Background: an optimization exercise with open tools, aiming at small area. Do not read the settings as production practice.
At most, simulation tests tie the RTL to the original design; equivalence was not proved.
Function not checked in run 1: the RTL went through the layout flow alone.
Power figures rest on the tool's default switching activity, not on a simulated workload.

`flow/design.v`:
```
`timescale 1ns/1ps
module uart_ip_top (
    sys_clk,
    reset,
    din,
    ri,
    si,
    tx,
    dout,
    ro,
    so,
    rx
);
    input           sys_clk;
    input           reset;
    input   [0:7]   din;
    input           si;
    output          ri;
    output          tx;
    output  [0:7]   dout;
    input           ro;
    output          so;
    input           rx;
    reg     [8:0]   tc;
    wire            bit_tick = tc[8] & ~tc[7] & tc[6] & ~tc[5] & tc[4] & ~tc[3] & tc[2] & ~tc[0];
    wire            tc_two   = tc[8] & ~tc[7] & ~tc[5] & tc[4] & ~tc[3] & ~tc[2] & ~tc[1] & tc[0];
    always @(posedge sys_clk, posedge reset)
        if (reset)  tc <= 9'b001010100;
        else        tc <= {tc[7:0], tc[8] ^ tc[3] ^ bit_tick};
    reg     [0:7]   tmem [0:15];
    reg     [4:0]   tcnt;
    wire            t_full = tcnt[4];
    wire            t_ne   = |tcnt;
    integer         ti;
    assign ri = si & ~t_full;
    always @(posedge sys_clk)
        if (ri) begin
            tmem[0] <= din;
            for (ti = 1; ti < 16; ti = ti + 1)
                tmem[ti] <= tmem[ti - 1];
        end
    reg     [3:0]   tp;
    reg             e_s, e_ss;       
    wire            t_idle = (tp == 4'd3);
    always @(posedge sys_clk, posedge reset)
        if (reset) begin
            tp   <= 4'd3;
            e_s  <= 1'b0;
            e_ss <= 1'b0;
        end
        else if (bit_tick) begin
            e_s  <= t_ne;
            e_ss <= e_s;
            if (t_idle) begin
                if (e_ss) tp <= 4'd7;
            end
            else tp <= tp + 4'd1;
        end
    wire            t_rd = tc_two && tp == 4'd7;
    always @(posedge sys_clk, posedge reset)
        if (reset)  tcnt <= 5'd0;
        else        tcnt <= tcnt + {4'd0, ri} - {4'd0, t_rd};
    wire    [3:0]   toldest = tcnt[3:0] - 4'd1;
    reg     [0:7]   dt;
    always @(posedge sys_clk)
        if (bit_tick && t_idle && e_ss) dt <= tmem[toldest];
    wire            dbit = dt[~tp[2:0]];
    reg             par;
    always @(posedge sys_clk)
        if (bit_tick) par <= tp[3] & (par ^ dbit);
    assign tx = tp[3] ? dbit : (tp[2] ? 1'b0 : ((tp[1] | tp[0]) ? 1'b1 : par));
    reg     [4:0]   rc;
    wire            s_tick = (rc == 5'b01011);
    wire            rc_two = ~rc[4] & rc[3] & rc[2] & ~rc[0];
    always @(posedge sys_clk, posedge reset)
        if (reset)  rc <= 5'b11011;
        else        rc <= {rc[3:0], rc[4] ^ rc[1] ^ s_tick};
    reg             d1, d2, d3;
    always @(posedge sys_clk, posedge reset)
        if (reset) begin
            d1 <= 1'b0;
            d2 <= 1'b0;
            d3 <= 1'b0;
        end
        else if (s_tick) begin
            d1 <= rx;
            d2 <= d1;
            d3 <= d2;
        end
    reg             ridle;
    reg     [7:0]   k;
    wire            r_done = ~ridle & (k == 8'd167);
    always @(posedge sys_clk, posedge reset)
        if (reset) ridle <= 1'b1;
        else if (s_tick) begin
            if (ridle) begin
                if (~d2 & d3) ridle <= 1'b0;
            end
            else if (k == 8'd167) ridle <= 1'b1;
        end
    always @(posedge sys_clk)
        if (s_tick) begin
            if (ridle) k <= 8'd0;
            else       k <= k + 8'd1;
        end
    reg     [0:7]   sr;
    wire            shift = ~ridle && k[3:0] == 4'd6 && k[7:4] >= 4'd1 && k[7:4] <= 4'd8;
    always @(posedge sys_clk)
        if (s_tick && shift) sr <= {rx, sr[0:6]};
    reg     [0:7]   ring [0:15];
    reg     [3:0]   rpos;
    reg     [4:0]   cnt;
    reg             f_s, f_ss;       
    reg             wp;              
    wire            r_full = cnt[4];
    wire            wgo    = wp & rc_two;
    wire            rd     = so & ro;
    wire    [3:0]   wpos   = rpos + cnt[3:0];
    wire            wr_now = ~ridle & k[7] & k[5] & ~r_full & (wpos == 4'd15);
    always @(posedge sys_clk, posedge reset)
        if (reset) begin
            f_s  <= 1'b0;
            f_ss <= 1'b0;
            wp   <= 1'b0;
        end
        else begin
            if (s_tick) begin
                f_s  <= r_full;
                f_ss <= f_s;
            end
            if (s_tick && r_done) wp <= ~f_ss;
            else if (rc_two)      wp <= 1'b0;
        end
    integer         ri_;
    always @(posedge sys_clk) begin
        for (ri_ = 1; ri_ < 16; ri_ = ri_ + 1)
            ring[ri_] <= ring[ri_ - 1];
        ring[0] <= wr_now ? sr : ring[15];
    end
    always @(posedge sys_clk, posedge reset)
        if (reset) begin
            rpos <= 4'd0;
            cnt  <= 5'd0;
        end
        else begin
            rpos <= rpos + {3'd0, rd} + 4'd1;
            cnt  <= cnt + {4'd0, wgo} - {4'd0, rd};
        end
    assign so   = |cnt;
    assign dout = rd ? ring[rpos] : 8'd0;
endmodule
```
`flow/run.sh`:
```
#!/bin/bash
# synth_recipe.tcl (not shown) runs the flow's synth.tcl, then flattens the netlist and writes it again
# the make line also repeats each setting of config.mk as NAME=value (left out here)
make -C /OpenROAD-flow-scripts/flow DESIGN_CONFIG=/design/flow/config.mk WORK_HOME=/design/flow/orfs CLKGATE_MAP_FILE= SYNTH_SCRIPT=/design/flow/synth_recipe.tcl finish
```
`flow/config.mk`:
```
export PLATFORM = sky130hd
export DESIGN_NAME = uart_ip_top
export DESIGN_NICKNAME = uart_ip_top
export VERILOG_FILES = /design/flow/design.v
export SDC_FILE = /design/flow/constraint.sdc
export NUM_CORES = 4
export LEC_CHECK = 0
export CAP_MARGIN = 20
export CORE_MARGIN = 2
export CORE_UTILIZATION = 60
export CTS_BUF_LIST = sky130_fd_sc_hd__clkbuf_16
export CTS_CLUSTER_DIAMETER = 80
export CTS_CLUSTER_SIZE = 30
export SLEW_MARGIN = 20
```
`flow/constraint.sdc`:
```
create_clock -name core_clock -period 20.0 [get_ports {sys_clk}]
set_input_delay 4.0000 -clock core_clock [delete_from_list [all_inputs] [get_ports {sys_clk}]]
set_output_delay 4.0000 -clock core_clock [all_outputs]
set_load 0.01 [all_outputs]
```
==> results.cfg, run 1 <==
[run_status]
status = finished clean

[route]
routedWlPerCell_um = 21.01
drc_errors = 0
first_pass_iters = 5
via_per_inst = 6.058
drt_first_iter_violations = 653
vias = 6846
wl_um = 23740
ant_nets = 0

[sta]
min_period_ns = 9.876
max_freq_mhz = 101.3
slew_viol_final = 0
worst_pin_slew_ns = 0.9652
fin_worst_skew_ns = 0.01767
hold_slack_ns = 0.3448
finalCritPeriodShare_pct = 49.38
finalHoldViolCount = 0
fin_tns_setup_ns = 0
setup_violations = 0
slew_headroom_pct = 35.65
rsz0062_at_grt = false

[grt]
overflow = 0
grt_pass1_wl_um = 38460
grt_pass1_vias = 7046
track_usage_pct = 22.61
grt_start_max_net_pins = 82
antenna_found_initial = 0

[synthesis]
synth_compound_area_share_pct = 9.450
synth.largest_area_cell = edfxtp_1
async_flop_share_pct = 12.73
synth_edf_count = 153
synthCells = 842
syn_avg_cell_area_um2 = 14.26
seq_area_frac_synth_pct = 68.24
synth_top_area_share_pct = 38.26
ys_warn_count = 3
synth_top_family_by_area = compound AO/OA/AOI/OAI gates
synthXorXnorAreaFrac_pct = 2.094
ys.flop_type = edfxtp_1
synth.area.top_cells = edfxtp_1 38%, dfxtp_1 21%, dfrtp_1 6.5%
syn-num-nets = 881
synth_cell_types = 69
synthSimpleGateAreaFrac_pct = 7.064
synth_area_um2 = 12010
synth_adder_area_share_pct = 2.896
synthMuxAreaShare_pct = 7.158
yosys_register_bits = 322

[critical_path]
path_buf_inv = 2
critPathTopFamily = buffers and inverters
critPathMaxStageDelay_ns = 0.56
arrival_ns = 5.88
crit_required_ns = 16.00
cp-end-kind = primary output
crit_type = primary input to primary output
cp_common_cell = clkdlybuf4s50_1
cp_cell_sequence = clkdlybuf4s50_1 > and2_1 > o21ai_0 > a31oi_1 > clkdlybuf4s50_1
cpMaxStageDelayCell = clkdlybuf4s50_1
startpoint_type = primary input
critPathMaxFanout = 10

[cts]
hold_buffers = 0
cts_tree = built
cts_setup_buffers = 0
cts.sinks = 322
clk_latency_ns = 0.52
clock-root-buffer = clkbuf_16
cts_made_buffers = 15
clock_path_buffers = 3
cts_resized = 0
path_clk_slew_ns = 0.11
h-tree-depth = 1

[pwr]
power.internal_uw = 998.3
peakVddDrop_v = 0.00008133
switchingPower_uw = 403.0
power.density_nw_per_um2 = 108.5
p_leak_uw = 0.004610
pwr-share-seq_pct = 54.8
swShare_pct = 28.76
pwr-share-comb_pct = 19.7
clockPowerShare_pct = 25.5

[cells_and_area]
final.fill_count = 1452
seq_area_um2 = 8195
drive_gt1_share_pct = 12.02
final_common_cell = edfxtp_1
syn_to_final_growth_pct = 7.553
mostFrequentLayoutCells = 153 x edfxtp_1, 128 x dfxtp_1, 50 x nand2_1, 46 x nor2_1, 36 x a21oi_1
stdcell_count = 1130
num_antenna_cells = 0
nets = 895
multi_input_area_um2 = 3480

[placement]
portBuffers = 23
post-place-cells = 1104
dp_hpwl_um = 15120
gp_congestion = 0.8592

[flow_run]
drv_cap = 0

[floorplan]
die_w_um = 145.5
fp.dieH_um = 145.5
fp-row-count = 51
dieArea_um2 = 21160
initial_core_util_pct = 61.50
coreArea_um2 = 19530
pin_count = 24

[worst_hold_path]
hp-class = flip-flop to flip-flop
## state kept, by name, indices dropped and copies added, names as in the netlist, 4 cells and up
signal  cells
ring      128
rc          5
sr          8
tcnt        5
tc          9
dt          8
tmem      128
rpos        4
tp          4
cnt         5
k           8
## per-layer routing
| layer | up-vias | track usage, % | part of all wire, % |
|---|---|---|---|
| met4 | 0 | 6.324 | 2.1 |
| met2 | 209 | 38.58 | 50 |
| met5 | - | 0 | 0 |
| met3 | 36 | 2.665 | 4.4 |
| met1 | 3447 | 31.07 | 44 |
| li1 | 3154 | - | - |
## Yosys cell counts (3+ instances only)
library cell	n
a211oi_1	6
xnor2_1	14
dfxtp_1	128
nor2_1	46
nor3_1	9
nand4b_1	3
a22o_1	6
nor4b_1	3
nand3b_1	4
dfrtp_1	31
buf_6	7
a221oi_1	12
edfxtp_1	153
dfstp_2	10
a311oi_1	4
a31oi_1	12
clkbuf_1	3
inv_1	30
mux2i_1	24
a22oi_1	18
fa_1	3
buf_4	4
ha_1	23
a21o_1	4
mux4_2	12
a32o_1	9
nor3b_1	3
nand4_1	3
nand2_1	50
buf_2	20
nand3_1	13
nor2b_1	14
o22ai_1	4
nor4_1	3
a21oi_1	36
o2bb2ai_1	3
and3_1	5
o21ai_0	22
o32ai_1	8
xor2_1	11
mux2_2	31
## power groups by stage
stage	Combinational (uW)	Clock [uW]	Sequential, uW
CTS	276	366	769
global placement	269	0	780
detailed placement	274	0	783
finish	276	357	768
global route	304	389	775
floorplan	215	0	766
## cell type report
| cell class | count | area share, % |
|---|---|---|
| sequential | 322 | 63.45 |
| multi-input combinational | 450 | 26.94 |
| clock buffer | 16 | 3.100 |
| tap | 265 | 2.567 |
| timing repair buffer | 35 | 2.480 |
| inverter | 32 | 0.9300 |
| clock inverter | 10 | 0.5328 |
## path summary, 6_finish.rpt
path / from / to / slack, ns / cells after the start
setup / recovery: ro / dout[1] / 10.12 / 5
hold / removal: ring[2][7]$_DFF_P_ / ring[3][7]$_DFF_P_ / 0.34 / 0
setup reg to reg: tcnt[1]$_DFF_PP0_ / dt[2]$_DFFE_PP_ / 16.41 / 7
hold reg to reg: ring[2][7]$_DFF_P_ / ring[3][7]$_DFF_P_ / 0.34 / 0
max in group asynchronous: reset / tc[4]$_DFF_PP1_ / 15.72 / 3
min in group asynchronous: reset / cnt[2]$_DFF_PP0_ / 3.91 / 3
## through the flow
| stage | utilization [%] | area [um2] | total power, uW | setup slack [ns] |
|---|---|---|---|---|
| 3_3_place_gp | 63.66 | 12430 | 1049 | 10.23 |
| 4_1_cts | 66.06 | 12900 | 1412 | 10.12 |
| 3_5_place_dp | 63.66 | 12430 | 1057 | 10.14 |
| 6_report | 66.15 | 12920 | 1401 | 10.12 |
| 5_1_grt | 66.15 | 12920 | 1467 | 10.01 |
| 2_1_floorplan | - | 12010 | 980.9 | 6.288 |
## cells by family (layout without fill, tap and decap cells)
group / after synthesis / count (layout)
multiplexers: 67 / 67
flip-flops: 322 / 322
AND/OR/NAND/NOR: 170 / 170
buffers and inverters: 70 / 93
XOR/XNOR: 27 / 27
adder cells (fa/ha/maj): 26 / 26
AO/OA/AOI/OAI: 160 / 160
## worst reg2reg max path, delay by kind of cell, from the launching register on
kind | cells | cell delay [ns]
buf+inv | 1 | 0.38
xor+xnor | 1 | 0.64
flops | 1 | 0.88
fa+ha+maj | 1 | 0.31
compound gates | 1 | 0.34
simple gates | 3 | 0.84
==> inputs of run 2 (changes only) <==
--- a/flow/design.v
+++ b/flow/design.v
@@ -62,6 +62,13 @@
         else        tcnt <= tcnt + {4'd0, ri} - {4'd0, t_rd};
-    wire    [3:0]   toldest = tcnt[3:0] - 4'd1;
+    wire    [0:7]   tperm [0:15];
+    genvar          tg;
+    generate
+        for (tg = 0; tg < 16; tg = tg + 1) begin : g_tperm
+            assign tperm[tg] = tmem[(tg + 15) % 16];
+        end
+    endgenerate
+    wire    [0:7]   told = tperm[tcnt[3:0]];
     reg     [0:7]   dt;
     always @(posedge sys_clk)
-        if (bit_tick && t_idle && e_ss) dt <= tmem[toldest];
+        if (bit_tick && t_idle && e_ss) dt <= told;
     wire            dbit = dt[~tp[2:0]];
==> run 2 against run 1 <==
Against the previous run: final cell count is 1.3% higher; first-iteration DRC count decreased by 3.7%; synthesized area fell by 1.2%; largest power group unchanged; critical endpoint is now dout[0]; sequential power rose by 17%; core utilization fell by 0.58 points; still clean on timing, DRC and antenna; clock power decreased by 4%; global-route usage is 0.059 points lower; sequential share of layout area grew 0.99 points.
==> results.cfg, run 2 <==
[floorplan]
dieArea_um2 = 20910
fp.dieH_um = 144.6
initial_core_util_pct = 61.14
coreArea_um2 = 19400
die_w_um = 144.6
fp-row-count = 51
pin_count = 24

[critical_path]
critPathMaxFanout = 10
cp_cell_sequence = clkdlybuf4s50_1 > and2_1 > o21ai_0 > a21oi_1 > clkdlybuf4s50_1
rrSetupSlack_ns = 17.20
cp-end-kind = primary output
arrival_ns = 5.81
crit_required_ns = 16.00
critPathMaxStageDelay_ns = 0.56
cpMaxStageDelayCell = clkdlybuf4s50_1
cp_common_cell = clkdlybuf4s50_1
crit_type = primary input to primary output
startpoint_type = primary input

[cells_and_area]
stdcell_count = 1145
mostFrequentLayoutCells = 153 x edfxtp_1, 128 x dfxtp_1, 49 x nand2_1, 40 x nand3_1, 39 x a21oi_1
final_common_cell = edfxtp_1
syn_to_final_growth_pct = 7.248
reg.largest.list = ring x128, tmem x128, tc x9
drive_gt1_share_pct = 8.409
nets = 911
num_antenna_cells = 0

[sta]
setup_violations = 0
slew_viol_final = 0
rsz0062_at_grt = false
slew_headroom_pct = 27.53
finalCritPeriodShare_pct = 49.06
min_period_ns = 9.813
finalHoldViolCount = 0
max_freq_mhz = 101.9
fin_tns_setup_ns = 0
worst_pin_slew_ns = 1.078
fin_worst_skew_ns = 0.008566

[synthesis]
syn_avg_cell_area_um2 = 13.68
yosys_register_bits = 322
synth_edf_count = 153
synth_top_area_share_pct = 38.74
synth.largest_area_cell = edfxtp_1
seq_area_frac_synth_pct = 69.10
synthCells = 867
synth_cell_types = 71
syn-num-nets = 906
yosys-top-cells-count = 153 x edfxtp_1, 128 x dfxtp_1, 49 x nand2_1
async_flop_share_pct = 12.73
ys_warn_count = 3
synth.area.top_cells = edfxtp_1 39%, dfxtp_1 22%, dfrtp_1 6.5%
ys.flop_type = edfxtp_1
synth_area_um2 = 11860
yosysMostFrequentCell = edfxtp_1

[route]
drc_errors = 0
ant_nets = 0
first_pass_iters = 5
routedWlPerCell_um = 19.80
vias = 6920
via_per_inst = 6.044
wl_um = 22670
drt_first_iter_violations = 629

[flow_run]
drv_cap = 0

[cts]
clk_latency_ns = 0.49
cts.sinks = 322
hold_buffers = 0
clock_path_buffers = 3
cts_tree = built
cts_made_buffers = 14
h-tree-depth = 1
cts_resized = 0
path_clk_slew_ns = 0.11
clock-root-buffer = clkbuf_16
cts_setup_buffers = 0

[grt]
grt_pass1_wl_um = 36700
track_usage_pct = 22.55
grt_start_max_net_pins = 82
grt_pass1_vias = 6890
overflow = 0
antenna_found_initial = 0

[pwr]
power.density_nw_per_um2 = 142.0
p_leak_uw = 0.004569
peakVddDrop_v = 0.00008549

[placement]
dp_hpwl_um = 13830
post-place-cells = 1121
portBuffers = 23
gp_congestion = 0.8076

[worst_hold_path]
hp-class = flip-flop to flip-flop

[run_status]
status = finished clean
-- run 2: changes by cell type after synthesis, moves of 8 or more --
cell and delta:
a222oi_1 +9, clkbuf_1 +9, mux2_2 -13, mux4_2 -11, nand3_1 +27, nor2_1 -14
o21ai_0 +11, o22ai_1 +8
-- run 2: area by class of cell --
class / count / area (um2)
Fill cell: 1461 / 6679
Multi-Input combinational cell: 467 / 3314
Clock inverter: 9 / 61.31
Tap cell: 265 / 331.6
Sequential cell: 322 / 8197
Inverter: 32 / 120.1
Clock buffer: 15 / 375.4
Timing Repair Buffer: 35 / 320.3
-- run 2: path summary, 6_finish.rpt --
| path | endpoint | cells after the start | start |
|---|---|---|---|
| max | dout[0] | 5 | ro |
| min | ring[2][5]$_DFF_P_ | 0 | ring[1][5]$_DFF_P_ |
| max reg2reg | tcnt[4]$_DFF_PP0_ | 13 | tp[0]$_DFFE_PP1P_ |
| min reg2reg | ring[2][5]$_DFF_P_ | 0 | ring[1][5]$_DFF_P_ |
| max in group asynchronous | rpos[3]$_DFF_PP0_ | 3 | reset |
| min in group asynchronous | tc[8]$_DFF_PP0_ | 3 | reset |
-- run 2: stage by stage --
step | setup slack, ns | hold WS, ns | power (uW) | instance area [um2] | util [%]
finish | 10.19 | 0.3515 | 1806 | 12720 | 65.57
global route | 10.05 | 0.3600 | 1907 | 12720 | 65.57
CTS | 10.17 | 0.3522 | 1817 | 12720 | 65.57
detailed placement | 10.18 | 0.3334 | 1476 | 12280 | 63.32
global placement | 10.24 | 0.3298 | 1458 | 12280 | 63.32
floorplan | 6.288 | 0.3232 | 1320 | 11860 | -
-- run 2: cells by family after synthesis --
kind of cell,share of synthesized area (%)
flops,69.10
simple gates,8.419
buf+inv,3.070
compound gates,10.61
fa+ha+maj,2.933
mux,4.167
xor+xnor,1.699
-- run 2: worst max-delay path: cells and delay by family --
kind	cells	cell delay, ns
and+or+nand+nor	1	0.44
AOI/OAI and AO/OA	2	0.36
buffers and inverters	2	1.01
-- run 2: power by group --
| part | internal [uW] | switching, uW | total, uW |
|---|---|---|---|
| Clock | 151 | 193 | 344 |
| Sequential | 831 | 66.2 | 897 |
| Combinational | 203 | 363 | 565 |
-- run 2: metal layers --
metal,track usage [%],share of wire [%]
met5,0,0
met4,7.052,2.3
met3,3.079,5.3
met1,31.24,45
met2,37.39,48
==> inputs of run 3 (changes only) <==
==> flow/flow/run.sh (new file) <==
#!/bin/bash
# Own layout flow: the standard layout, with two changes.
#  1. Synthesis is ORFS's (synth_recipe.tcl, unchanged), but ABC maps the
#     logic with an area-oriented script (flow/abc_map.script) in place of
#     ORFS's delay-oriented abc_speed.script. Flip-flops are mapped by
#     dfflibmap before ABC runs, so the registers are the standard ones.
#  2. Port buffers use the smallest buffer cell.
# Each tool's output goes to a log file in this folder.
set -euo pipefail
here=$(pwd)
rm -rf "$here/scripts_abc"
cp -r "$FLOW_HOME/scripts" "$here/scripts_abc"
cp "$here/flow/abc_map.script" "$here/scripts_abc/abc_speed.script"
bash standard.sh SCRIPTS_DIR="$here/scripts_abc" synth > "$here/synth.log" 2>&1
bash standard.sh BUFFER_PORTS_ARGS="-buffer_cell sky130_fd_sc_hd__buf_1" > "$here/layout.log" 2>&1
test -s out/final.def
==> flow/flow/abc_map.script (new file) <==
strash
ifraig
scorr
dc2
strash
&get -n
&st
&dch
&nf -R 1000 -p
&put
topo
stime -c
==> flow/standard.sh (new file) <==
#!/bin/bash
# synth_recipe.tcl (not shown) runs the flow's synth.tcl, then flattens the netlist and writes it again
# the make line also repeats each setting of config.mk as NAME=value (left out here)
make -C /OpenROAD-flow-scripts/flow DESIGN_CONFIG=/design/flow/config.mk WORK_HOME=/design/flow/orfs CLKGATE_MAP_FILE= SYNTH_SCRIPT=/design/flow/synth_recipe.tcl "${@:-finish}"
removed: flow/run.sh
==> run 3 against run 2 <==
Against the previous run: count of clock-buffer cells in the layout unchanged; still clean; sequential power increased by 1%; combinational power decreased by 37%; fmax increased by 8.5%; largest cell class unchanged; sequential share of layout area increased by 5.2 points; synthesized cell count decreased by 22%; clock power decreased by 6%; register-to-register slack got worse by 0.13 ns; highest routed layer unchanged; via count decreased by 10%.
==> results.cfg, run 3 <==
[route]
drt_first_iter_violations = 843
drc_errors = 0
ant_nets = 0
met2_length_um = 10690
wl_um = 22110
wl_met3_um = 1576
via_per_inst = 6.436
first_pass_iters = 7
wl_met1_um = 9311
vias = 6230
maxUsedRoutingLayer = met4
routedWlPerCell_um = 22.84

[critical_path]
critPathMaxFanout = 22
arrival_ns = 5.05
rr_endpoint = tcnt[4]$_DFF_PP0_
critPathMaxStageDelay_ns = 0.58
path_buf_inv = 3
cp_common_cell = buf_1
startpoint_type = primary input
cpMaxStageDelayCell = nor2b_4
cp-end-kind = primary output
crit_type = primary input to primary output
crit_required_ns = 16.00
r2r_start = tp[0]$_DFFE_PP1P_
critPathTopFamily = simple AND/OR/NAND/NOR gates
ff2ff_path_depth = 13
rrSetupSlack_ns = 17.07
cp_cell_sequence = buf_1 > nor2b_4 > buf_16 > buf_1

[grt]
grt_start_max_net_pins = 91
grt_pass1_vias = 6164
overflow = 0
antenna_found_initial = 0
grt_pass1_wl_um = 34430
track_usage_pct = 22.79

[synthesis]
yosys_register_bits = 322
seq_area_frac_synth_pct = 75.72
async_flop_share_pct = 12.73
synth_area_um2 = 10820
synth_top_area_share_pct = 42.45
syn_avg_cell_area_um2 = 15.99
syn-num-nets = 716
synth.area.top_cells = edfxtp_1 42%, dfxtp_1 24%, dfrtp_1 7.2%
synth_cell_types = 40
ys_warn_count = 3
synthCells = 677
synth.largest_area_cell = edfxtp_1
ys.flop_type = edfxtp_1
synth_edf_count = 153
yosysMostFrequentCell = edfxtp_1
yosys-top-cells-count = 153 x edfxtp_1, 128 x dfxtp_1, 52 x a222oi_1

[pwr]
power.density_nw_per_um2 = 135.0
p_leak_uw = 0.004218
peakVddDrop_v = 0.00008622
p_total_uw = 1590

[cells_and_area]
final_common_cell = edfxtp_1
syn_to_final_growth_pct = 8.786
final.fill_count = 1263
num_antenna_cells = 0
nets = 770
multi_input_area_um2 = 2549
reg.largest.list = ring x128, tmem x128, tc x9
drive_gt1_share_pct = 6.225
seq_area_um2 = 8195
mostFrequentLayoutCells = 153 x edfxtp_1, 128 x dfxtp_1, 52 x a222oi_1, 34 x nor2_1, 31 x dfrtp_1

[cts]
path_clk_slew_ns = 0.11
h-tree-depth = 1
cts.sinks = 322
clock_path_buffers = 3
cts_made_buffers = 14
hold_buffers = 0
cts_setup_buffers = 0
cts_tree = built
cts_resized = 0
clock-root-buffer = clkbuf_16
clk_latency_ns = 0.49

[worst_hold_path]
hp-class = flip-flop to flip-flop
holdPathStages = 0
hold_end = ring[8][0]$_DFF_P_
min_from = ring[7][0]$_DFF_P_

[sta]
slew_viol_final = 0
setup_violations = 0
finalHoldViolCount = 0
rsz0062_at_grt = false
slew_headroom_pct = 32.01
min_period_ns = 9.045
worst_pin_slew_ns = 1.016
fin_ws_ns = 10.95
fin_tns_setup_ns = 0
finalCritPeriodShare_pct = 45.23
fin_worst_skew_ns = 0.01446
max_freq_mhz = 110.6

[floorplan]
dieArea_um2 = 19130
pin_count = 24
initial_core_util_pct = 60.66
fp.dieH_um = 138.3
coreArea_um2 = 17840
fp-row-count = 49
die_w_um = 138.3

[flow_run]
drv_cap = 0

[placement]
dp_hpwl_um = 13890
gp_congestion = 0.8666
portBuffers = 23
dp_slack_ns = 10.80

[run_status]
status = finished clean
run 3: cell count changes in the layout (fill, tap and decap cells not counted), sizes merged, moves of 18 or more:
cell and delta:
o21ai -33, a21oi -25, a222oi +43, clkdlybuf4s50 -23, nand2 -27, clkinv +23
nand3 -26, inv -28, mux2i -18, buf +26
run 3: worst max-delay path by stage:
stage                     startpoint  to  cells past startpoint
after detailed placement          si  ri                      3
after global routing              si  ri                      4
final                             si  ri                      4
after floorplan                   si  ri                      1
after global placement            si  ri                      3
after CTS                         si  ri                      3
run 3: cell type report:
class	instances	area share [%]
multi-input combinational	329	21.65
sequential	322	69.61
clock inverter	9	0.3294
clock buffer	15	3.188
tap	229	2.434
inverter	26	0.8289
timing repair buffer	38	1.966
run 3: per-stage QoR:
stage	area [um2]	hold slack, ns	std cells	utilization (%)
2_1_floorplan	10820	0.3269	677	-
3_3_place_gp	11310	0.3336	942	63.41
3_5_place_dp	11310	0.3380	942	63.41
4_1_cts	11730	0.3534	966	65.73
5_1_grt	11770	0.3602	968	65.99
6_report	11770	0.3483	968	65.99
run 3: where the power goes:
part	internal, uW	switching, uW	leakage, uW	total [uW]
combinational	136	220	0.00104	356
sequential	831	77.4	0.00295	909
clock	139	187	0.000232	325
run 3: routing by layer:
metal | GRT usage (%) | vias up
li1 | - | 2801
met1 | 31.56 | 3129
met2 | 37.73 | 259
met3 | 3.256 | 41
met4 | 7.680 | 0
met5 | 0 | -
run 3: cell families after synthesis:
logic type / share of synthesized area (%)
DFF: 75.72
and+or+nand+nor: 6.555
AOI/OAI and AO/OA: 10.45
buffers and inverters: 0.9017
adders and majority gates: 3.214
xor gates and xnor gates: 1.295
muxes: 1.861
run 3: worst register-to-register path: stages, from the launching register on:
cell and delay (ns):
dfstp_2 0.64, ha_1 0.25, nand4b_1 0.13, nor4_1 0.38
ha_1 0.32, clkinv_1 0.05, ha_1 0.16, clkinv_1 0.09
fa_1 0.44, clkinv_1 0.06, a21oi_1 0.06, nor2_1 0.09
nor2_1 0.05, xnor2_1 0.12
==> inputs of run 4 (changes only) <==
--- a/flow/design.v
+++ b/flow/design.v
@@ -98,3 +98,4 @@
     reg     [7:0]   k;
-    wire            r_done = ~ridle & (k == 8'd167);
+    wire            k_done = ~k[7] & ~k[6] & k[5];
+    wire            r_done = ~ridle & k_done;
     always @(posedge sys_clk, posedge reset)
@@ -105,3 +106,3 @@
             end
-            else if (k == 8'd167) ridle <= 1'b1;
+            else if (k_done) ridle <= 1'b1;
         end
@@ -109,3 +110,3 @@
         if (s_tick) begin
-            if (ridle) k <= 8'd0;
+            if (ridle) k <= 8'h79;
             else       k <= k + 8'd1;
@@ -113,3 +114,3 @@
     reg     [0:7]   sr;
-    wire            shift = ~ridle && k[3:0] == 4'd6 && k[7:4] >= 4'd1 && k[7:4] <= 4'd8;
+    wire            shift = k[7] & (k[3:0] == 4'hf);
     always @(posedge sys_clk)
@@ -125,3 +126,3 @@
     wire    [3:0]   wpos   = rpos + cnt[3:0];
-    wire            wr_now = ~ridle & k[7] & k[5] & ~r_full & (wpos == 4'd15);
+    wire            wr_now = ~ridle & ~k[7] & ~k[6] & ~r_full & (wpos == 4'd15);
     always @(posedge sys_clk, posedge reset)
--- a/flow/config.mk
+++ b/flow/config.mk
@@ -10,5 +10,5 @@
 export CORE_UTILIZATION = 60
-export CTS_BUF_LIST = sky130_fd_sc_hd__clkbuf_16
-export CTS_CLUSTER_DIAMETER = 80
-export CTS_CLUSTER_SIZE = 30
+export CTS_BUF_LIST = sky130_fd_sc_hd__clkbuf_8
+export CTS_CLUSTER_DIAMETER = 50
+export CTS_CLUSTER_SIZE = 16
 export SLEW_MARGIN = 20
==> run 4 against run 3 <==
Against the previous run: still clean on timing, DRC and antenna; sequential share of layout area down 0.74 points; wire length up 1.9%; die area down 0.51%; global-route usage up 1.3 points; highest routed layer unchanged.
==> results.cfg, run 4 <==
[synthesis]
synthCells = 662
synth.largest_area_cell = edfxtp_1
async_flop_share_pct = 12.73
synthMuxAreaShare_pct = 1.883
synthSimpleGateAreaFrac_pct = 6.264
synth_edf_count = 153
yosys-top-cells-count = 153 x edfxtp_1, 128 x dfxtp_1, 56 x a222oi_1
yosysMostFrequentCell = edfxtp_1
synth_top_family_by_area = compound AO/OA/AOI/OAI gates
yosys_register_bits = 322
syn_avg_cell_area_um2 = 16.26
ys_warn_count = 3
seq_area_frac_synth_pct = 76.12
synth_cell_types = 43
synth_adder_area_share_pct = 3.114
synth_area_um2 = 10770
syn-num-nets = 700
synth_compound_area_share_pct = 10.37
synth_top_area_share_pct = 42.67
synthXorXnorAreaFrac_pct = 1.383
synth.area.top_cells = edfxtp_1 43%, dfxtp_1 24%, dfrtp_1 7.2%
ys.flop_type = edfxtp_1

[critical_path]
crit_start = ro
rr_endpoint = cnt[4]$_DFF_PP0_
cp_common_cell = buf_1
rrSetupSlack_ns = 16.75
cp-end-kind = primary output
crit_end = dout[0]
critPathMaxFanout = 10
cp_cell_sequence = buf_1 > nand2_1 > a31oi_1 > buf_1
arrival_ns = 4.88
critPathMaxStageDelay_ns = 0.31
cpMaxStageDelayCell = nand2_1
crit_required_ns = 16.00
r2r_start = cnt[3]$_DFF_PP0_
ff2ff_path_depth = 15
startpoint_type = primary input
crit_type = primary input to primary output

[placement]
post-place-cells = 922
portBuffers = 23
gp_congestion = 0.8264
dp_hpwl_um = 13800

[route]
wl_um = 22540
vias = 6258
maxUsedRoutingLayer = met4
wl_met3_um = 1699
routedWlPerCell_um = 23.14
drt_first_iter_violations = 848
first_pass_iters = 6
wl_met1_um = 9202
met2_length_um = 10900
via_per_inst = 6.425
ant_nets = 0
drc_errors = 0

[worst_hold_path]
hp-class = flip-flop to flip-flop

[run_status]
status = finished clean

[sta]
slew_viol_final = 0
fin_worst_skew_ns = 0.01919
setup_violations = 0
fin_tns_setup_ns = 0
finalHoldViolCount = 0
slew_headroom_pct = 29.47
finalCritPeriodShare_pct = 44.42
max_freq_mhz = 112.6
worst_pin_slew_ns = 1.054
rsz0062_at_grt = false
min_period_ns = 8.884

[grt]
grt_start_max_net_pins = 94
grt_pass1_vias = 6180
overflow = 0
track_usage_pct = 24.04
antenna_found_initial = 0
grt_pass1_wl_um = 34100

[cts]
clock_path_buffers = 3
path_clk_slew_ns = 0.10
h-tree-depth = 1
cts.sinks = 322
cts_resized = 0
hold_buffers = 0
cts_made_buffers = 28
cts_setup_buffers = 0
clock-root-buffer = clkbuf_8
cts_tree = built
clk_latency_ns = 0.58

[pwr]
pwr-share-comb_pct = 20.5
clockPowerShare_pct = 26.2
power.density_nw_per_um2 = 134.9
pwr-share-seq_pct = 53.3
peakVddDrop_v = 0.00008142
swShare_pct = 30.47
p_leak_uw = 0.004252
power.internal_uw = 1116
switchingPower_uw = 489.1

[floorplan]
pin_count = 24
initial_core_util_pct = 61.82
dieArea_um2 = 19030
fp.dieH_um = 138.0
die_w_um = 138.0
coreArea_um2 = 17420
fp-row-count = 48

[cells_and_area]
syn_to_final_growth_pct = 10.53
drive_gt1_share_pct = 9.613
num_antenna_cells = 0
nets = 765
mostFrequentLayoutCells = 153 x edfxtp_1, 128 x dfxtp_1, 56 x a222oi_1
final_common_cell = edfxtp_1
reg.largest.list = ring x128, tmem x128, tc x9
stdcell_count = 974

[flow_run]
drv_cap = 0
run 4: how the worst min path moves through the flow:
stage	from	to	slack, ns	depth (start not counted)
floorplan	ring[9][3]$_DFF_P_	ring[10][3]$_DFF_P_	0.33	0
global placement	ring[11][3]$_DFF_P_	ring[12][3]$_DFF_P_	0.33	0
detailed placement	ring[0][3]$_DFF_P_	ring[1][3]$_DFF_P_	0.34	0
CTS	ring[11][2]$_DFF_P_	ring[12][2]$_DFF_P_	0.35	0
global route	ring[6][4]$_DFF_P_	ring[7][4]$_DFF_P_	0.35	0
finish	ring[11][2]$_DFF_P_	ring[12][2]$_DFF_P_	0.34	0
run 4: critical path: cells and delay by family:
kind	cells	cell delay (ns)
buffers and inverters	2	0.26
AO/OA/AOI/OAI	1	0.31
AND/OR/NAND/NOR	1	0.31
run 4: routing by layer:
layer,track usage [%],vias up
met1,31.81,3111
met2,40.57,288
li1,-,2790
met3,3.911,69
met4,8.617,0
met5,0,-
run 4: power by group through the flow:
stage	combinational [uW]	sequential [uW]	clock [uW]
after floorplan	214	858	0
after global placement	315	864	0
after detailed placement	326	867	0
after CTS	327	854	429
after global routing	359	863	452
final	330	855	421
run 4: layout make-up:
class	instances	area (um2)
Clock buffer	31	426.7
Clock inverter	21	226.5
Fill cell	1234	5517
Inverter	25	93.84
Multi-Input combinational cell	315	2496
Sequential cell	322	8195
Tap cell	225	281.5
Timing Repair Buffer	35	180.2
run 4: stage by stage:
stage | utilization (%) | setup WS (ns) | hold WS, ns | cell area [um2] | power (uW)
after CTS | 68.30 | 11.11 | 0.3456 | 11900 | 1610
after global routing | 68.33 | 11.04 | 0.3522 | 11900 | 1675
final | 68.33 | 11.12 | 0.3416 | 11900 | 1605
after global placement | 64.55 | 11.20 | 0.3329 | 11240 | 1179
after floorplan | - | 6.288 | 0.3298 | 10770 | 1072
after detailed placement | 64.55 | 11.11 | 0.3369 | 11240 | 1193
run 4: logic make-up (layout without fill, tap and decap cells):
logic type	count (synthesis)	count (layout)
xor+xnor	17	17
buf+inv	25	112
mux	16	16
simple gates	122	122
fa+ha+maj	25	25
flops	322	322
compound gates	135	135
==> inputs of run 5 (changes only) <==
--- a/flow/config.mk
+++ b/flow/config.mk
@@ -9,6 +9,6 @@
 export CORE_MARGIN = 2
-export CORE_UTILIZATION = 60
+export CORE_UTILIZATION = 70
 export CTS_BUF_LIST = sky130_fd_sc_hd__clkbuf_8
 export CTS_CLUSTER_DIAMETER = 50
-export CTS_CLUSTER_SIZE = 16
+export CTS_CLUSTER_SIZE = 20
 export SLEW_MARGIN = 20
==> run 5 against run 4 <==
Against the previous run: critical endpoint is now dout[6]; hold slack better by 0.0067 ns; die area is 14% lower; register-to-register slack gained 0.05 ns; clock power shrank 11%; still clean on timing, DRC and antenna; setup slack better by 0.057 ns; fmax is 0.65% higher; count of clock-buffer cells in the layout down 5; via count rose by 0.13%; first-iteration DRC count is 8.8% higher; final cell count fell by 4.6%; combinational power down 3%; largest power group unchanged.
==> results.cfg, run 5 <==
[run_status]
status = finished clean

[cts]
hold_buffers = 0
cts_resized = 0
cts_tree = built
path_clk_slew_ns = 0.11
cts_made_buffers = 24
h-tree-depth = 1
clk_latency_ns = 0.58
clock-root-buffer = clkbuf_8
cts_setup_buffers = 0
cts.sinks = 322
clock_path_buffers = 3

[cells_and_area]
drive_gt1_share_pct = 9.177
nets = 761
mostFrequentLayoutCells = 153 x edfxtp_1, 128 x dfxtp_1, 56 x a222oi_1, 31 x a22oi_1, 31 x dfrtp_1
num_antenna_cells = 0
final_common_cell = edfxtp_1
syn_to_final_growth_pct = 9.088
reg.largest.list = ring x128, tmem x128, tc x9

[worst_hold_path]
hp-class = flip-flop to flip-flop
min_from = ring[11][0]$_DFF_P_
hold_end = ring[12][0]$_DFF_P_
holdPathStages = 0

[synthesis]
synth_cell_types = 43
async_flop_share_pct = 12.73
synth.area.top_cells = edfxtp_1 43%, dfxtp_1 24%, dfrtp_1 7.2%
synth.largest_area_cell = edfxtp_1
yosys-top-cells-count = 153 x edfxtp_1, 128 x dfxtp_1, 56 x a222oi_1
synth_top_area_share_pct = 42.67
ys.flop_type = edfxtp_1
synth_area_um2 = 10770
seq_area_frac_synth_pct = 76.12
ys_warn_count = 3
synthCells = 662
synth_edf_count = 153
yosys_register_bits = 322
syn_avg_cell_area_um2 = 16.26
syn-num-nets = 700
yosysMostFrequentCell = edfxtp_1

[sta]
fin_ws_ns = 11.17
slew_viol_final = 0
finalHoldViolCount = 0
max_freq_mhz = 113.3
fin_tns_setup_ns = 0
worst_pin_slew_ns = 0.9969
min_period_ns = 8.826
rsz0062_at_grt = false
finalCritPeriodShare_pct = 44.13
setup_violations = 0
slew_headroom_pct = 33.29
fin_worst_skew_ns = 0.02170

[floorplan]
coreArea_um2 = 15090
fp.dieH_um = 128.0
initial_core_util_pct = 71.35
pin_count = 24
dieArea_um2 = 16390
fp-row-count = 45
die_w_um = 128.0

[critical_path]
r2r_start = cnt[3]$_DFF_PP0_
crit_type = primary input to primary output
critPathMaxFanout = 10
ff2ff_path_depth = 15
cp-end-kind = primary output
rr_endpoint = cnt[4]$_DFF_PP0_
crit_required_ns = 16.00
startpoint_type = primary input
arrival_ns = 4.83
rrSetupSlack_ns = 16.80

[pwr]
p_leak_uw = 0.004189
power.density_nw_per_um2 = 132.0
pwr-share-seq_pct = 55.2
peakVddDrop_v = 0.00009447
switchingPower_uw = 479.0
power.internal_uw = 1071
swShare_pct = 30.89
pwr-share-comb_pct = 20.7
clockPowerShare_pct = 24.1

[route]
via_per_inst = 6.745
ant_nets = 0
drc_errors = 0
first_pass_iters = 6
vias = 6266
routedWlPerCell_um = 23.07
drt_first_iter_violations = 923
wl_um = 21440

[grt]
overflow = 0
grt_pass1_wl_um = 33710
grt_pass1_vias = 6193
grt_start_max_net_pins = 94
antenna_found_initial = 0
track_usage_pct = 26.97

[flow_run]
drv_cap = 0

[placement]
dp_hpwl_um = 13440
dp_slack_ns = 11.19
portBuffers = 23
gp_congestion = 0.8698
-- run 5: cell count changes in the layout (fill, tap and decap cells not counted), sizes merged --
| cell | before | now |
|---|---|---|
| bufinv | 4 | 2 |
| clkbuf | 31 | 26 |
| clkinv | 30 | 32 |
| clkinvlp | 2 | 1 |
| inv | 10 | 8 |
-- run 5: per-stage QoR --
stage               util [%]  cell area [um2]  total power (uW)  cells  hold WS, ns
floorplan                  -            10770              1072    662       0.3298
global placement       74.20            11200              1170    885       0.3321
detailed placement     74.20            11200              1186    885       0.3374
CTS                    77.81            11740              1554    929       0.3527
global route           77.84            11750              1620    929       0.3538
finish                 77.84            11750              1550    929       0.3483
-- run 5: worst max path at each step --
stage | to | start
finish | dout[6] | ro
CTS | ri | si
detailed placement | ri | si
global placement | ri | si
floorplan | ri | si
global route | dout[7] | ro
-- run 5: cell type report --
type                            instances  area [um2]
Clock buffer                           26       357.8
Clock inverter                         18       186.4
Fill cell                             899        3344
Inverter                               25       93.84
Multi-Input combinational cell        315        2496
Sequential cell                       322        8195
Tap cell                              188       235.2
Timing Repair Buffer                   35       180.2
-- run 5: cells by family after synthesis --
family                   Yosys count  share of synthesized area, %
flip-flops                       322                         76.12
AO/OA/AOI/OAI                    135                         10.37
AND/OR/NAND/NOR                  122                         6.264
buffers and inverters             25                        0.8716
adder cells (fa/ha/maj)           25                         3.114
XOR/XNOR                          17                         1.383
multiplexers                      16                         1.883
-- run 5: per-layer routing --
metal	wire length [um]	part of all wire [%]	vias to the layer above	track usage, %
met5	0	0	-	0
met4	734	3.4	0	10.34
met3	1895	8.8	62	4.132
met2	10170	47	342	43.57
met1	8637	40	3077	37.85
li1	-	-	2785	-
-- run 5: critical path: stages --
cell     delay [ns]
buf_1          0.06
nand2_1        0.30
a31oi_1        0.29
buf_1          0.17
-- run 5: power groups by stage --
stage                     Combinational (uW)  Clock [uW]  Sequential, uW
after floorplan                          214           0             858
after global placement                   306           0             864
after detailed placement                 318           0             868
after CTS                                318         381             855
after global routing                     350         404             866
final                                    320         374             856
==> inputs of run 6 (changes only) <==
--- a/flow/config.mk
+++ b/flow/config.mk
@@ -10,5 +10,5 @@
 export CORE_UTILIZATION = 70
-export CTS_BUF_LIST = sky130_fd_sc_hd__clkbuf_8
-export CTS_CLUSTER_DIAMETER = 50
-export CTS_CLUSTER_SIZE = 20
+export CTS_BUF_LIST = sky130_fd_sc_hd__clkbuf_16
+export CTS_CLUSTER_DIAMETER = 80
+export CTS_CLUSTER_SIZE = 35
 export SLEW_MARGIN = 20
==> run 6 against run 5 <==
Against the previous run: still clean; clock skew shrank 0.0022 ns; synthesized cell count did not move; count of clock-buffer cells in the layout shrank 13; synthesized area stayed put; sequential cell count unchanged; setup slack hardly changed; critical path depth did not move; sequential power about the same; clock power shrank 17%; sequential share of layout area increased by 1.0 points; critical path type unchanged; critical endpoint is now dout[7]; largest power group unchanged; highest routed layer unchanged.
==> results.cfg, run 6 <==
[run_status]
status = finished clean

[cells_and_area]
final_common_cell = edfxtp_1
final.fill_count = 910
drive_gt1_share_pct = 5.997
multi_input_area_um2 = 2496
syn_to_final_growth_pct = 7.531
num_antenna_cells = 0
mostFrequentLayoutCells = 153 x edfxtp_1, 128 x dfxtp_1, 56 x a222oi_1, 31 x a22oi_1, 31 x dfrtp_1
nets = 750
reg.largest.list = ring x128, tmem x128, tc x9
seq_area_um2 = 8195
post-route-util_pct = 76.72
fin_area_um2 = 11580

[pwr]
swShare_pct = 30.32
pwr-share-comb_pct = 21.6
clockPowerShare_pct = 21.0
p_total_uw = 1491
switchingPower_uw = 452.1
p_leak_uw = 0.004100
power.internal_uw = 1039
pwr-share-seq_pct = 57.4
peakVddDrop_v = 0.00008872
power.density_nw_per_um2 = 128.8

[synthesis]
synth.area.top_cells = edfxtp_1 43%, dfxtp_1 24%, dfrtp_1 7.2%
synthCells = 662
ys_warn_count = 3
syn-num-nets = 700
ys.flop_type = edfxtp_1
yosysMostFrequentCell = edfxtp_1
seq_area_frac_synth_pct = 76.12
synth_edf_count = 153
yosys_register_bits = 322
async_flop_share_pct = 12.73
synth_cell_types = 43
synth.largest_area_cell = edfxtp_1
yosys-top-cells-count = 153 x edfxtp_1, 128 x dfxtp_1, 56 x a222oi_1
synth_top_area_share_pct = 42.67
synth_area_um2 = 10770
syn_avg_cell_area_um2 = 16.26

[route]
vias = 6145
wl_um = 21320
ant_nets = 0
drt_first_iter_violations = 933
routedWlPerCell_um = 23.55
via_per_inst = 6.790
drc_errors = 0
first_pass_iters = 8

[floorplan]
dieArea_um2 = 16390
initial_core_util_pct = 71.35
fp.dieH_um = 128.0
coreArea_um2 = 15090
pin_count = 24
die_w_um = 128.0
fp-row-count = 45

[critical_path]
crit_required_ns = 16.00
crit_type = primary input to primary output
cp-end-kind = primary output
critPathMaxFanout = 10
startpoint_type = primary input
arrival_ns = 4.83

[cts]
cts.sinks = 322
cts_made_buffers = 13
clk_latency_ns = 0.50
hold_buffers = 0
clock_path_buffers = 3
cts_setup_buffers = 0
cts_resized = 0
clock-root-buffer = clkbuf_16
cts_tree = built
h-tree-depth = 1
path_clk_slew_ns = 0.12

[grt]
overflow = 0
grt_pass1_vias = 6078
grt_start_max_net_pins = 94
antenna_found_initial = 0
track_usage_pct = 26.55
grt_pass1_wl_um = 33170

[flow_run]
drv_cap = 0

[sta]
finalHoldViolCount = 0
finalCritPeriodShare_pct = 44.13
max_freq_mhz = 113.3
fin_tns_setup_ns = 0
slew_headroom_pct = 34.70
rsz0062_at_grt = false
min_period_ns = 8.826
slew_viol_final = 0
hold_slack_ns = 0.3574
fin_worst_skew_ns = 0.01955
setup_violations = 0
worst_pin_slew_ns = 0.9760

[placement]
portBuffers = 23
gp_congestion = 0.8698
dp_hpwl_um = 13440
place_area_um2 = 11200

[worst_hold_path]
hp-class = flip-flop to flip-flop
run 6: final cells by class:
type	count	area share, %
flip-flops and latches	322	70.79
clock inverters	7	0.4431
clock buffers	13	2.810
well taps	188	2.032
repair buffers	35	1.556
inverters	25	0.8105
multi-input cells	315	21.56
run 6: path summary, 6_finish.rpt:
check                      depth (start not counted)           startpoint             endpoint  slack [ns]
setup / recovery                                   4                   ro              dout[7]       11.17
setup reg to reg                                  15     cnt[3]$_DFF_PP0_     cnt[4]$_DFF_PP0_       16.79
hold / removal                                     0  ring[11][0]$_DFF_P_  ring[12][0]$_DFF_P_        0.36
max in group asynchronous                          3                reset      rc[1]$_DFF_PP1_       16.05
hold reg to reg                                    0  ring[11][0]$_DFF_P_  ring[12][0]$_DFF_P_        0.36
min in group asynchronous                          3                reset      e_s$_DFFE_PP0P_        3.57
run 6: critical path, stage by stage:
cell	delay, ns
buf_1	0.06
nand2_1	0.30
a31oi_1	0.28
buf_1	0.18
run 6: power groups by stage:
stage / Sequential, uW / Clock (uW) / Combinational, uW
2_1_floorplan: 858 / 0 / 214
3_3_place_gp: 864 / 0 / 306
3_5_place_dp: 868 / 0 / 318
4_1_cts: 855 / 317 / 319
5_1_grt: 865 / 338 / 351
6_report: 857 / 312 / 322
run 6: cells by family after synthesis:
logic type / share of synthesized area [%]
xor gates and xnor gates: 1.383
muxes: 1.883
and+or+nand+nor: 6.264
adders and majority gates: 3.114
buffers and inverters: 0.8716
DFF: 76.12
AOI/OAI and AO/OA: 10.37
run 6: stage by stage:
stage	worst slack [ns]	instances
after floorplan	6.288	662
after global placement	11.22	885
after detailed placement	11.19	885
after CTS	11.19	905
after global routing	11.11	905
final	11.17	905
run 6: per-layer routing:
layer / track usage [%] / part of all wire (%)
met5: 0 / 0
met4: 9.890 / 2.9
met3: 3.798 / 8.4
met2: 43.50 / 48
met1: 36.99 / 41
==> inputs of run 7 (changes only) <==
--- a/flow/config.mk
+++ b/flow/config.mk
@@ -9,6 +9,6 @@
 export CORE_MARGIN = 2
-export CORE_UTILIZATION = 70
+export CORE_UTILIZATION = 60
 export CTS_BUF_LIST = sky130_fd_sc_hd__clkbuf_16
 export CTS_CLUSTER_DIAMETER = 80
-export CTS_CLUSTER_SIZE = 35
+export CTS_CLUSTER_SIZE = 30
 export SLEW_MARGIN = 20
==> run 7 against run 6 <==
Against the previous run: fmax shrank 0.68%; still clean on timing, DRC and antenna; via count is essentially flat; highest routed layer unchanged; die area grew 16%; largest cell class unchanged; sequential share of layout area shrank 0.82 points; core utilization shrank 9.5 points; synthesized cell count is the same; sequential cell count is the same; global-route usage shrank 2.8 points; first-iteration DRC count shrank 12%; wire length grew 4.9%; hold slack lost 0.0062 ns.
==> results.cfg, run 7 <==
[sta]
slew_headroom_pct = 31.60
rsz0062_at_grt = false
finalHoldViolCount = 0
fin_worst_skew_ns = 0.02498
slew_viol_final = 0
min_period_ns = 8.886
hold_slack_ns = 0.3512
max_freq_mhz = 112.5
finalCritPeriodShare_pct = 44.43
worst_pin_slew_ns = 1.022
setup_violations = 0
fin_tns_setup_ns = 0
fin_ws_ns = 11.11

[placement]
gp_congestion = 0.8264
dp_hpwl_um = 13800
portBuffers = 23
post-place-cells = 922
dp_slack_ns = 11.11

[synthesis]
yosysMostFrequentCell = edfxtp_1
yosys_register_bits = 322
synth_edf_count = 153
syn_avg_cell_area_um2 = 16.26
ys.flop_type = edfxtp_1
synth.largest_area_cell = edfxtp_1
synth_area_um2 = 10770
ys_warn_count = 3
async_flop_share_pct = 12.73
syn-num-nets = 700
synthCells = 662
synth_cell_types = 43
synth.area.top_cells = edfxtp_1 43%, dfxtp_1 24%, dfrtp_1 7.2%
seq_area_frac_synth_pct = 76.12
yosys-top-cells-count = 153 x edfxtp_1, 128 x dfxtp_1, 56 x a222oi_1
synth_top_area_share_pct = 42.67

[pwr]
p_leak_uw = 0.004145
power.density_nw_per_um2 = 131.2
peakVddDrop_v = 0.0001126
p_total_uw = 1537

[cts]
clock-root-buffer = clkbuf_16
cts_resized = 0
cts.sinks = 322
clock_path_buffers = 3
cts_tree = built
cts_setup_buffers = 0
h-tree-depth = 1
cts_made_buffers = 15
path_clk_slew_ns = 0.11
clk_latency_ns = 0.50
hold_buffers = 0

[floorplan]
initial_core_util_pct = 61.82
pin_count = 24
fp-row-count = 48
dieArea_um2 = 19030
coreArea_um2 = 17420
fp.dieH_um = 138.0
die_w_um = 138.0

[critical_path]
crit_required_ns = 16.00
crit_type = primary input to primary output
rr_endpoint = cnt[4]$_DFF_PP0_
r2r_start = cnt[3]$_DFF_PP0_
critPathMaxFanout = 10
rrSetupSlack_ns = 16.75
cp-end-kind = primary output
startpoint_type = primary input
arrival_ns = 4.89
ff2ff_path_depth = 15

[cells_and_area]
multi_input_area_um2 = 2496
num_antenna_cells = 0
drive_gt1_share_pct = 6.648
stdcell_count = 947
reg.largest.list = ring x128, tmem x128, tc x9
mostFrequentLayoutCells = 153 x edfxtp_1, 128 x dfxtp_1, 56 x a222oi_1, 31 x a22oi_1, 31 x dfrtp_1
syn_to_final_growth_pct = 8.797
final.fill_count = 1255
final_common_cell = edfxtp_1
nets = 752
seq_area_um2 = 8195

[worst_hold_path]
hold_end = ring[8][0]$_DFF_P_
holdPathStages = 0
hp-class = flip-flop to flip-flop
min_from = ring[7][0]$_DFF_P_

[route]
drc_errors = 0
drt_first_iter_violations = 818
routedWlPerCell_um = 23.62
first_pass_iters = 8
vias = 6144
ant_nets = 0
via_per_inst = 6.488
wl_um = 22370

[run_status]
status = finished clean

[grt]
track_usage_pct = 23.70
grt_pass1_wl_um = 33610
grt_pass1_vias = 6033
grt_start_max_net_pins = 94
antenna_found_initial = 0
overflow = 0

[flow_run]
drv_cap = 0
==> run 7: cell types whose count changed in the layout (fill, tap and decap cells not counted), sizes merged <==
cell / previous run / this run
inv: 6 / 8
clkbuf: 13 / 16
==> run 7: layout make-up <==
cell class	instances	share of cell area [%]
Sequential cell	322	69.96
Multi-Input combinational cell	315	21.31
Clock buffer	16	3.418
Tap cell	225	2.403
Timing Repair Buffer	35	1.538
Inverter	25	0.8011
Clock inverter	9	0.5661
==> run 7: worst max path at each step <==
stage,startpoint,to,slack [ns],cells after the start
after floorplan,si,ri,6.29,1
after global placement,si,ri,11.20,4
after detailed placement,ro,dout[0],11.11,4
after CTS,ro,dout[0],11.12,4
after global routing,ro,dout[3],11.04,4
final,ro,dout[0],11.11,4
==> run 7: stage by stage <==
step | util [%] | instance area, um2
finish | 67.26 | 11710
CTS | 67.23 | 11710
global route | 67.26 | 11710
detailed placement | 64.55 | 11240
floorplan | - | 10770
global placement | 64.55 | 11240
==> run 7: worst max-delay path, stage by stage <==
cell     delay (ns)
buf_1          0.08
nand2_1        0.31
a31oi_1        0.31
buf_1          0.18
==> run 7: where the power goes <==
part | switching, uW | internal (uW) | total, uW
clock network | 200 | 151 | 351
registers | 58.1 | 796 | 854
logic | 212 | 119 | 332
total | 470 | 1070 | 1540
==> run 7: logic make-up (layout without fill, tap and decap cells) <==
family	Yosys count	count (layout)	share of synthesized area, %
DFF	322	322	76.12
AOI/OAI and AO/OA	135	135	10.37
and+or+nand+nor	122	122	6.264
adders and majority gates	25	25	3.114
buffers and inverters	25	85	0.8716
xor gates and xnor gates	17	17	1.383
muxes	16	16	1.883
==> run 7: layer usage <==
metal / vias to the layer above / routed length [um] / share of wire (%) / track usage, %
met5: - / 0 / 0 / 0
met4: 0 / 573 / 2.6 / 6.519
met1: 3055 / 9345 / 42 / 31.53
met3: 44 / 1413 / 6.3 / 3.655
met2: 294 / 11030 / 49 / 40.92
li1: 2751 / - / - / -
==> inputs of run 8 (changes only) <==
--- a/flow/flow/run.sh
+++ b/flow/flow/run.sh
@@ -1,3 +1,3 @@
 #!/bin/bash
-# Own layout flow: the standard layout, with two changes.
+# Own layout flow: the standard layout (standard.sh), with these changes.
 #  1. Synthesis is ORFS's (synth_recipe.tcl, unchanged), but ABC maps the
@@ -7,2 +7,3 @@
 #  2. Port buffers use the smallest buffer cell.
+#  3. Clock tree synthesis without dummy loads.
 # Each tool's output goes to a log file in this folder.
@@ -14,3 +15,6 @@
 bash standard.sh SCRIPTS_DIR="$here/scripts_abc" synth > "$here/synth.log" 2>&1
-bash standard.sh BUFFER_PORTS_ARGS="-buffer_cell sky130_fd_sc_hd__buf_1" > "$here/layout.log" 2>&1
+cts="-sink_clustering_enable -repair_clock_nets -dont_use_dummy_load"
+cts="$cts -sink_clustering_size $(cat flow/cts_size) -sink_clustering_max_diameter $(cat flow/cts_diam)"
+cts="$cts -buf_list $(cat flow/cts_buf)"
+bash standard.sh BUFFER_PORTS_ARGS="-buffer_cell sky130_fd_sc_hd__buf_1" CTS_ARGS="$cts" > "$here/layout.log" 2>&1
 test -s out/final.def
==> flow/flow/cts_buf (new file) <==
sky130_fd_sc_hd__clkbuf_16
==> flow/flow/cts_diam (new file) <==
80
==> flow/flow/cts_size (new file) <==
30
==> flow/config.mk (replaced) <==
export PLATFORM = sky130hd
export DESIGN_NAME = uart_ip_top
export DESIGN_NICKNAME = uart_ip_top
export VERILOG_FILES = /design/flow/design.v
export SDC_FILE = /design/flow/constraint.sdc
export NUM_CORES = 4
export LEC_CHECK = 0
export CAP_MARGIN = 0
export CORE_MARGIN = 2
export CORE_UTILIZATION = 60
export SLEW_MARGIN = 0
==> run 8 against run 7 <==
Against the previous run: still clean on timing, DRC and antenna; core utilization down 0.55 points; first-iteration DRC count shrank 8.3%; die area unchanged; non-clock buffer count did not move; largest power group unchanged.
==> results.cfg, run 8 <==
[critical_path]
cp_common_cell = buf_1
ff2ff_path_depth = 15
crit_required_ns = 16.00
critPathMaxFanout = 10
arrival_ns = 4.90
cp_cell_sequence = buf_1 > nand2_1 > a31oi_1 > buf_1
r2r_start = cnt[3]$_DFF_PP0_
critPathMaxStageDelay_ns = 0.33
cp-end-kind = primary output
crit_start = ro
cpMaxStageDelayCell = a31oi_1
crit_type = primary input to primary output
startpoint_type = primary input

[cts]
clock_path_buffers = 3
clk_latency_ns = 0.51
clock-root-buffer = clkbuf_16
cts_resized = 0
h-tree-depth = 1
path_clk_slew_ns = 0.11
hold_buffers = 0
cts_made_buffers = 15
cts.sinks = 322
cts_setup_buffers = 0
cts_tree = built

[pwr]
pwr-share-comb_pct = 21.9
clockPowerShare_pct = 21.2
power.density_nw_per_um2 = 129.5
p_total_uw = 1504
swShare_pct = 30.09
peakVddDrop_v = 0.0001020
switchingPower_uw = 452.6
power.internal_uw = 1052
pwr-share-seq_pct = 56.8
p_leak_uw = 0.004083

[sta]
slew_headroom_pct = 24.08
rsz0062_at_grt = false
finalCritPeriodShare_pct = 44.51
fin_tns_setup_ns = 0
slew_viol_final = 0
fin_worst_skew_ns = 0.06087
fin_ws_ns = 11.10
setup_violations = 0
min_period_ns = 8.902
hold_slack_ns = 0.3344
max_freq_mhz = 112.3
worst_pin_slew_ns = 1.139
finalHoldViolCount = 0

[floorplan]
dieArea_um2 = 19030
die_w_um = 138.0
initial_core_util_pct = 61.82
pin_count = 24
fp.dieH_um = 138.0
fp-row-count = 48
coreArea_um2 = 17420

[cells_and_area]
final_common_cell = edfxtp_1
reg.largest.list = ring x128, tmem x128, tc x9
stdcell_count = 937
syn_to_final_growth_pct = 7.914
nets = 752
mostFrequentLayoutCells = 153 x edfxtp_1, 128 x dfxtp_1, 56 x a222oi_1, 31 x a22oi_1, 31 x dfrtp_1
final.fill_count = 1255
num_antenna_cells = 0
drive_gt1_share_pct = 5.899

[synthesis]
synth_top_area_share_pct = 42.67
syn_avg_cell_area_um2 = 16.26
synth_area_um2 = 10770
yosysMostFrequentCell = edfxtp_1
synth.largest_area_cell = edfxtp_1
synth_edf_count = 153
synth.area.top_cells = edfxtp_1 43%, dfxtp_1 24%, dfrtp_1 7.2%
ys_warn_count = 3
synth_cell_types = 43
syn-num-nets = 700
ys.flop_type = edfxtp_1
async_flop_share_pct = 12.73
yosys-top-cells-count = 153 x edfxtp_1, 128 x dfxtp_1, 56 x a222oi_1
synthCells = 662
yosys_register_bits = 322
seq_area_frac_synth_pct = 76.12

[placement]
gp_congestion = 0.8264
portBuffers = 23
dp_slack_ns = 11.11
dp_hpwl_um = 13800
post-place-cells = 922

[run_status]
status = finished clean

[grt]
gr-usage-met3_pct = 3.582
antenna_found_initial = 0
grt_use_met2_pct = 40.87
grt_start_max_net_pins = 94
grt_pass1_wl_um = 33620
grt_pass1_vias = 6021
use_met1_pct = 31.56
grt-busiest-layer = met2
track_usage_pct = 23.72
overflow = 0

[route]
first_pass_iters = 6
via_per_inst = 6.490
drt_first_iter_violations = 750
ant_nets = 0
wl_um = 22220
routedWlPerCell_um = 23.72
vias = 6081
drc_errors = 0

[flow_run]
drv_cap = 0

[worst_hold_path]
hp-class = flip-flop to flip-flop
holdPathStages = 0
min_from = ring[11][2]$_DFF_P_
run 8: changes by cell type in the layout (fill, tap and decap cells not counted), sizes merged:
cell | previous run | this run
clkinv | 26 | 25
clkbuf | 16 | 15
inv | 8 | 0
run 8: power groups by stage:
stage | clock network (uW) | logic, uW | registers (uW)
2_1_floorplan | 0 | 214 | 858
3_3_place_gp | 0 | 315 | 864
3_5_place_dp | 0 | 326 | 867
4_1_cts | 328 | 328 | 854
5_1_grt | 347 | 360 | 864
6_report | 319 | 330 | 855
run 8: cells by family (layout without fill, tap and decap cells):
kind of cell | count (synthesis) | after routing | share of synthesized area [%]
mux | 16 | 16 | 1.883
buf+inv | 25 | 75 | 0.8716
xor+xnor | 17 | 17 | 1.383
compound gates | 135 | 135 | 10.37
simple gates | 122 | 122 | 6.264
fa+ha+maj | 25 | 25 | 3.114
flops | 322 | 322 | 76.12
run 8: layout make-up:
type / instances / area [um2] / share of cell area, %
Timing Repair Buffer: 35 / 176.4 / 1.518
Inverter: 25 / 93.84 / 0.8077
Tap cell: 225 / 281.5 / 2.423
Sequential cell: 322 / 8195 / 70.54
Multi-Input combinational cell: 315 / 2496 / 21.48
Clock buffer: 15 / 375.4 / 3.231
run 8: stage by stage:
stage	instance area [um2]	util, %
floorplan	10770	-
global placement	11240	64.55
detailed placement	11240	64.55
CTS	11620	66.71
global route	11620	66.71
finish	11620	66.71
run 8: worst paths after layout:
check | slack (ns) | end
worst max register to register | 16.75 | cnt[4]$_DFF_PP0_
max in group asynchronous | 16.02 | tcnt[0]$_DFF_PP0_
worst max-delay path | 11.10 | dout[0]
worst min-delay path | 0.33 | ring[12][2]$_DFF_P_
min in group asynchronous | 3.57 | tcnt[4]$_DFF_PP0_
worst min register to register | 0.33 | ring[12][2]$_DFF_P_
run 8: critical path, delay by kind of cell:
family	cells	cell delay, ns
AOI/OAI and AO/OA	1	0.33
and+or+nand+nor	1	0.31
buffers and inverters	2	0.26
run 8: metal layers:
metal / share of wire [%] / wire length (um) / vias to the layer above
li1: - / - / 2731
met1: 42 / 9307 / 3053
met2: 50 / 11000 / 258
met3: 6.2 / 1377 / 39
met4: 2.4 / 532 / 0
met5: 0 / 0 / -
==> inputs of run 9 (changes only) <==
--- a/flow/config.mk
+++ b/flow/config.mk
@@ -7,5 +7,5 @@
 export LEC_CHECK = 0
-export CAP_MARGIN = 0
+export CAP_MARGIN = 20
 export CORE_MARGIN = 2
 export CORE_UTILIZATION = 60
-export SLEW_MARGIN = 0
+export SLEW_MARGIN = 20
==> run 9 against run 8 <==
Against the previous run: highest routed layer unchanged; sequential power is essentially flat; still clean; core utilization barely moved; critical endpoint unchanged; cell area about the same; final cell count unchanged; via count increased by 0.26%; clock skew hardly changed.
==> results.cfg, run 9 <==
[run_status]
status = finished clean

[placement]
portBuffers = 23
dp_slack_ns = 11.11
dp_hpwl_um = 13800

[pwr]
power.internal_uw = 1051
swShare_pct = 30.10
clockPowerShare_pct = 21.2
switchingPower_uw = 452.7
peakVddDrop_v = 0.0001019
pwr-share-comb_pct = 22.0

[floorplan]
coreArea_um2 = 17420
initial_core_util_pct = 61.82
pin_count = 24
fp.dieH_um = 138.0

[synthesis]
synth.largest_area_cell = edfxtp_1
syn_avg_cell_area_um2 = 16.26
yosysMostFrequentCell = edfxtp_1
async_flop_share_pct = 12.73
ys.flop_type = edfxtp_1
yosys-top-cells-count = 153 x edfxtp_1, 128 x dfxtp_1, 56 x a222oi_1
synth_area_um2 = 10770
syn-num-nets = 700
synthCells = 662
synth_top_area_share_pct = 42.67
synth_cell_types = 43

[cells_and_area]
drive_gt1_share_pct = 5.899
mostFrequentLayoutCells = 153 x edfxtp_1, 128 x dfxtp_1, 56 x a222oi_1, 31 x a22oi_1, 31 x dfrtp_1
syn_to_final_growth_pct = 7.949
reg.largest.list = ring x128, tmem x128, tc x9
nets = 752
num_antenna_cells = 0

[worst_hold_path]
holdPathStages = 0
hp-class = flip-flop to flip-flop
hold_end = ring[12][2]$_DFF_P_
min_from = ring[11][2]$_DFF_P_

[critical_path]
cp_num_cells = 4
rrSetupSlack_ns = 16.75
critPathMaxFanout = 10
cp_common_cell = buf_1
ff2ff_path_depth = 15
cpMaxStageDelayCell = a31oi_1
critPathMaxStageDelay_ns = 0.33
rr_endpoint = cnt[4]$_DFF_PP0_
cp_cell_sequence = buf_1 > nand2_1 > a31oi_1 > buf_1
critPathTopFamily = compound AO/OA/AOI/OAI gates

[grt]
grt_pass1_wl_um = 33620
antenna_found_initial = 0
track_usage_pct = 23.72

[sta]
slew_viol_final = 0
finalCritPeriodShare_pct = 44.51
fin_tns_setup_ns = 0
finalHoldViolCount = 0
max_freq_mhz = 112.3
min_period_ns = 8.902
fin_ws_ns = 11.10
setup_violations = 0
slew_headroom_pct = 31.77
rsz0062_at_grt = false
worst_pin_slew_ns = 1.020

[cts]
cts.sinks = 322
cts_setup_buffers = 0
clock-root-buffer = clkbuf_16
path_clk_slew_ns = 0.11
hold_buffers = 0
cts_made_buffers = 15
clk_latency_ns = 0.51

[route]
drc_errors = 0
routedWlPerCell_um = 23.71
ant_nets = 0
drt_first_iter_violations = 749

[flow_run]
drv_cap = 0
==> run 9: metrics by stage <==
stage / total power (uW) / hold slack, ns / util, % / cell area, um2 / instances
after floorplan: 1072 / 0.3298 / - / 10770 / 662
after CTS: 1510 / 0.3221 / 66.71 / 11620 / 937
after global placement: 1179 / 0.3329 / 64.55 / 11240 / 922
after global routing: 1571 / 0.3342 / 66.73 / 11620 / 937
after detailed placement: 1193 / 0.3369 / 64.55 / 11240 / 922
final: 1504 / 0.3338 / 66.73 / 11620 / 937
==> run 9: cell type report <==
type	instances	area [um2]
clock buffer	15	375.4
tap	225	281.5
multi-input combinational	315	2496
inverter	25	93.84
timing repair buffer	35	180.2
fill	1254	5794
sequential	322	8195
==> run 9: logic make-up after synthesis <==
group	after synthesis	share of synthesized area [%]
flip-flops	322	76.12
AO/OA/AOI/OAI	135	10.37
adder cells (fa/ha/maj)	25	3.114
buffers and inverters	25	0.8716
multiplexers	16	1.883
XOR/XNOR	17	1.383
AND/OR/NAND/NOR	122	6.264
==> run 9: worst register-to-register path: stages (launching register included) <==
cell and delay [ns]:
dfrtp_1 0.43, clkinv_1 0.08, ha_1 0.13, or4b_1 0.48
nand2_1 0.43, clkinv_1 0.18, ha_1 0.30, clkinv_1 0.05
ha_1 0.17, clkinv_1 0.09, fa_1 0.43, clkinv_1 0.06
a21oi_1 0.05, nor2_1 0.08, nor2_1 0.06, xnor2_1 0.12
==> run 9: worst max path at each step <==
| stage | start | end | slack, ns |
|---|---|---|---|
| 2_1_floorplan | si | ri | 6.29 |
| 3_3_place_gp | si | ri | 11.20 |
| 3_5_place_dp | ro | dout[0] | 11.11 |
| 4_1_cts | ro | dout[0] | 11.11 |
| 5_1_grt | ro | dout[3] | 11.04 |
| 6_report | ro | dout[0] | 11.10 |
==> run 9: routing by layer <==
layer,global-route usage [%],vias up,wire [um]
li1,-,2734,-
met1,31.56,3057,9262
met2,40.87,265,11010
met3,3.582,41,1383
met4,6.803,0,556
met5,0,-,0
==> run 9: power groups by stage <==
stage,combinational (uW),clock [uW],sequential (uW)
final,330,320,854
after global routing,360,347,863
after CTS,328,328,854
after detailed placement,326,0,867
after global placement,315,0,864
after floorplan,214,0,858

Setup slack of run 9, layout unchanged: 11.098 ns with ideal ports, 11.071 ns with driving cells assumed (clock clkbuf_16, inputs buf_2), 11.071 ns with port delays also shifted by the 0.526 ns mid clock arrival.
